What follows belongs to an exercise in optimizing a design on an open flow for small area; a production flow would make more cautious choices. At most, simulation tests tie the RTL to the original design; equivalence was not proved. No activity file was given, so power comes from the tool's default toggle rates.

south:
Design jtag_sba_top, start of the top module:
module jtag_sba_top (
  input  logic        tck_i,
  input  logic        tms_i,
  input  logic        td_i,
  input  logic        trst_ni,
  output logic        td_o,
  output logic        tdo_oe_o,
  output logic        dmi_clear_o,
  output logic        master_req_o,
  output logic [31:0] master_add_o,
  output logic        master_we_o,
  output logic [31:0] master_wdata_o,
  output logic [3:0]  master_be_o,
  input  logic        master_gnt_i,
  input  logic        master_r_valid_i,
  input  logic        master_r_err_i,
  input  logic        master_r_other_err_i,
  input  logic [31:0] master_r_rdata_i
);
For scale: ~1100 cells after synthesis, about 300 flip-flops, roughly 0.014 sq mm of cells after synthesis.
clock: 10.0 ns
lec_check: 0
cap_margin: 20
core_margin: 2
core_utilization: 40
place_density: 0.6
slew_margin: 20
standard.sh (not shown) runs the stock make flow with config.mk's settings and CLKGATE_MAP_FILE= SYNTH_SCRIPT=/design/flow/synth_recipe.tcl, a recipe that flattens the netlist after the stock synthesis.
==> flow/flow/run.sh <==
#!/bin/bash
# Standard ORFS layout with smaller port buffers and a leaner clock tree.
set -euo pipefail
export BUFFER_PORTS_ARGS="-buffer_cell sky130_fd_sc_hd__buf_1"
export CTS_ARGS="-sink_clustering_enable -repair_clock_nets -dont_use_dummy_load -buf_list sky130_fd_sc_hd__clkbuf_4 -root_buf sky130_fd_sc_hd__clkbuf_8 -sink_clustering_size 10 -sink_clustering_max_diameter 40"
bash standard.sh > standard_flow.log 2>&1
south finished every stage and its layout cleared the timing, design-rule and antenna checks.
### south -> middle
==> flow/flow/run.sh <==
#!/bin/bash
# Standard ORFS layout with smaller port buffers and a leaner clock tree.
set -euo pipefail
export BUFFER_PORTS_ARGS="-buffer_cell sky130_fd_sc_hd__buf_1"
export CTS_ARGS="-sink_clustering_enable -repair_clock_nets -dont_use_dummy_load -buf_list sky130_fd_sc_hd__clkbuf_8 -root_buf sky130_fd_sc_hd__clkbuf_8 -sink_clustering_size 16 -sink_clustering_max_diameter 50"
bash standard.sh > standard_flow.log 2>&1
## What came out
Higher amount of wire on met3 after detailed routing among south and middle: south. The overall power in middle sits about 1% above the value recorded for south. Having completed the whole flow, middle delivered a layout that passed the timing, design-rule and antenna checks. The final cell count without fillers in middle sits 0.84% below the value recorded for south. Re vias per cell: middle is 0.90% down on south. Global-route usage delta for middle relative to south: 0.33 points lower.
No functional check of the RTL was part of any run of this note.

* * *

Setup of try-indigo:
Another version of the RTL of jtag_sba_top (not shown whole).
Size in the first run: about 970 cells after synthesis, ~300 flip-flops.
clock: 10.0 ns
lec_check: 0
cap_margin: 0
core_margin: 2
core_utilization: 40
place_density: 0.6
slew_margin: 0
==> flow/flow/run.sh <==
#!/bin/bash
# The standard ORFS layout, with three changes:
# - ABC maps the logic for area (flow/my_synth.tcl, flow/abc_area.script);
# - ports get the smallest buffer (buf_1) instead of clkdlybuf4s50_1;
# - a leaner clock tree (clkbuf_4 leaves, no dummy loads).
set -euo pipefail
W=$(pwd)
export FLOW_WORK=$W
export FLOW_ABC_SCRIPT=$W/flow/abc_area.script
export BUFFER_PORTS_ARGS="-buffer_cell sky130_fd_sc_hd__buf_1"
export CTS_ARGS="-sink_clustering_enable -repair_clock_nets -dont_use_dummy_load -buf_list sky130_fd_sc_hd__clkbuf_4 -root_buf sky130_fd_sc_hd__clkbuf_8 -sink_clustering_size 13 -sink_clustering_max_diameter 35"
bash standard.sh SYNTH_SCRIPT=$W/flow/my_synth.tcl finish > standard_flow.log 2>&1
==> flow/flow/abc_area.script <==
strash
&get -n
&st
&dch
&nf -R 1000
&put
topo
dnsize
==> flow/flow/my_synth.tcl <==
# The standard flow's synthesis script, with ABC mapping the logic for area instead of
# delay (the clock period leaves ample slack). Registers are mapped before
# ABC runs, so they come out as in the standard synthesis.
proc abc {args} {
  set i [lsearch -exact $args -script]
  if {$i >= 0} {
    set args [lreplace $args [expr {$i + 1}] [expr {$i + 1}] $::env(FLOW_ABC_SCRIPT)]
  }
  yosys abc {*}$args
}
source $::env(FLOW_WORK)/synth_recipe.tcl
try-indigo has completed all stages; timing, DRC and antenna checks passed.
Setup changes, try-indigo to try-willow
Settings: swapping 40 for 65 in CORE_UTILIZATION; swapping 0 for 20 in CAP_MARGIN; swapping 0.6 for 0.75 in PLACE_DENSITY; swapping 0 for 20 in SLEW_MARGIN.
diff --git a/flow/flow/run.sh b/flow/flow/run.sh
--- a/flow/flow/run.sh
+++ b/flow/flow/run.sh
@@ -10,3 +10,3 @@
 export BUFFER_PORTS_ARGS="-buffer_cell sky130_fd_sc_hd__buf_1"
-export CTS_ARGS="-sink_clustering_enable -repair_clock_nets -dont_use_dummy_load -buf_list sky130_fd_sc_hd__clkbuf_4 -root_buf sky130_fd_sc_hd__clkbuf_8 -sink_clustering_size 13 -sink_clustering_max_diameter 35"
+export CTS_ARGS="-sink_clustering_enable -repair_clock_nets -dont_use_dummy_load -buf_list sky130_fd_sc_hd__clkbuf_4 -root_buf sky130_fd_sc_hd__clkbuf_8 -sink_clustering_size 10 -sink_clustering_max_diameter 40"
 bash standard.sh SYNTH_SCRIPT=$W/flow/my_synth.tcl finish > standard_flow.log 2>&1
## What came out
- Looking at try-willow and try-indigo, the total power divided by cell area is a wash.
- try-indigo has higher wire length of the first global-routing pass than try-willow.
- try-willow ended up with a lower post-route minimum period than try-indigo did.
- Per the comparison of try-willow with try-indigo, number of tapcells -about 40%, fraction of area in clock buffers and inverters -0.40 points.
- try-indigo → try-willow: die area decreased 38%; number of buffers added to fix hold violations after cts barely changed.
Input changes introduced in try-tundra (baseline for comparison: try-willow):
Settings: CORE_UTILIZATION: 65 -> 40; PLACE_DENSITY: 0.75 -> 0.6.
- Compared with try-willow, try-tundra shows a lower fraction of area in registers.
- try-tundra ended up with a higher switching share of power than try-willow did.
- Maximum frequency came out higher on try-tundra than on try-willow.
- In try-tundra, utilization is lower than in try-willow.
[inputs] try-ember vs try-tundra
Settings: swapping 20 for 0 in SLEW_MARGIN; swapping 20 for 0 in CAP_MARGIN; putting GPL_TIMING_DRIVEN at 0 where nothing was set.
Findings:
- try-ember finished end to end and its layout was clean on timing, DRC and antenna.
- Delta (try-ember minus try-tundra): share of synthesized cell area in and, or, nand and nor gates barely changed, die height flat, non-clock buffer count now sits lower, total power of the final layout went up by about 1.2%.

==> what the ideal ports hide <==
Ports are ideal in the flow. The routed layouts listed here were re-timed in OpenROAD. Step 1 assumes that a clkbuf_16 drives the clock port and a buf_2 every other input. Step 2 also shifts input and output timing later by t, the mid clock arrival at the registers, as if the neighbouring blocks saw the same clock. a / b / c = no drivers / after step 1 / after step 2; a / b = the first two.
run	shift t [ns]	slack for setup (ns)	worst setup path after step 2	cell pins on the clock port's net
south	0.625	1.436 / 1.434 / 0.809	input to register	1
middle	0.635	1.403 / 1.399 / 0.764	input to register	1
try-indigo	0.575	1.195 / 1.217 / 0.643	input to register	1
try-willow	0.570	1.204 / 1.222 / 0.653	input to register	1
try-tundra	0.585	1.260 / 1.280 / 0.695	input to register	1
try-ember	0.582	0.956 / 0.977 / 0.396	input to register	1
After both steps setup and hold are still met in every run listed. The setup slack of middle, which loses most, moves by -0.004 ns with the drivers and by -0.639 ns with both steps.
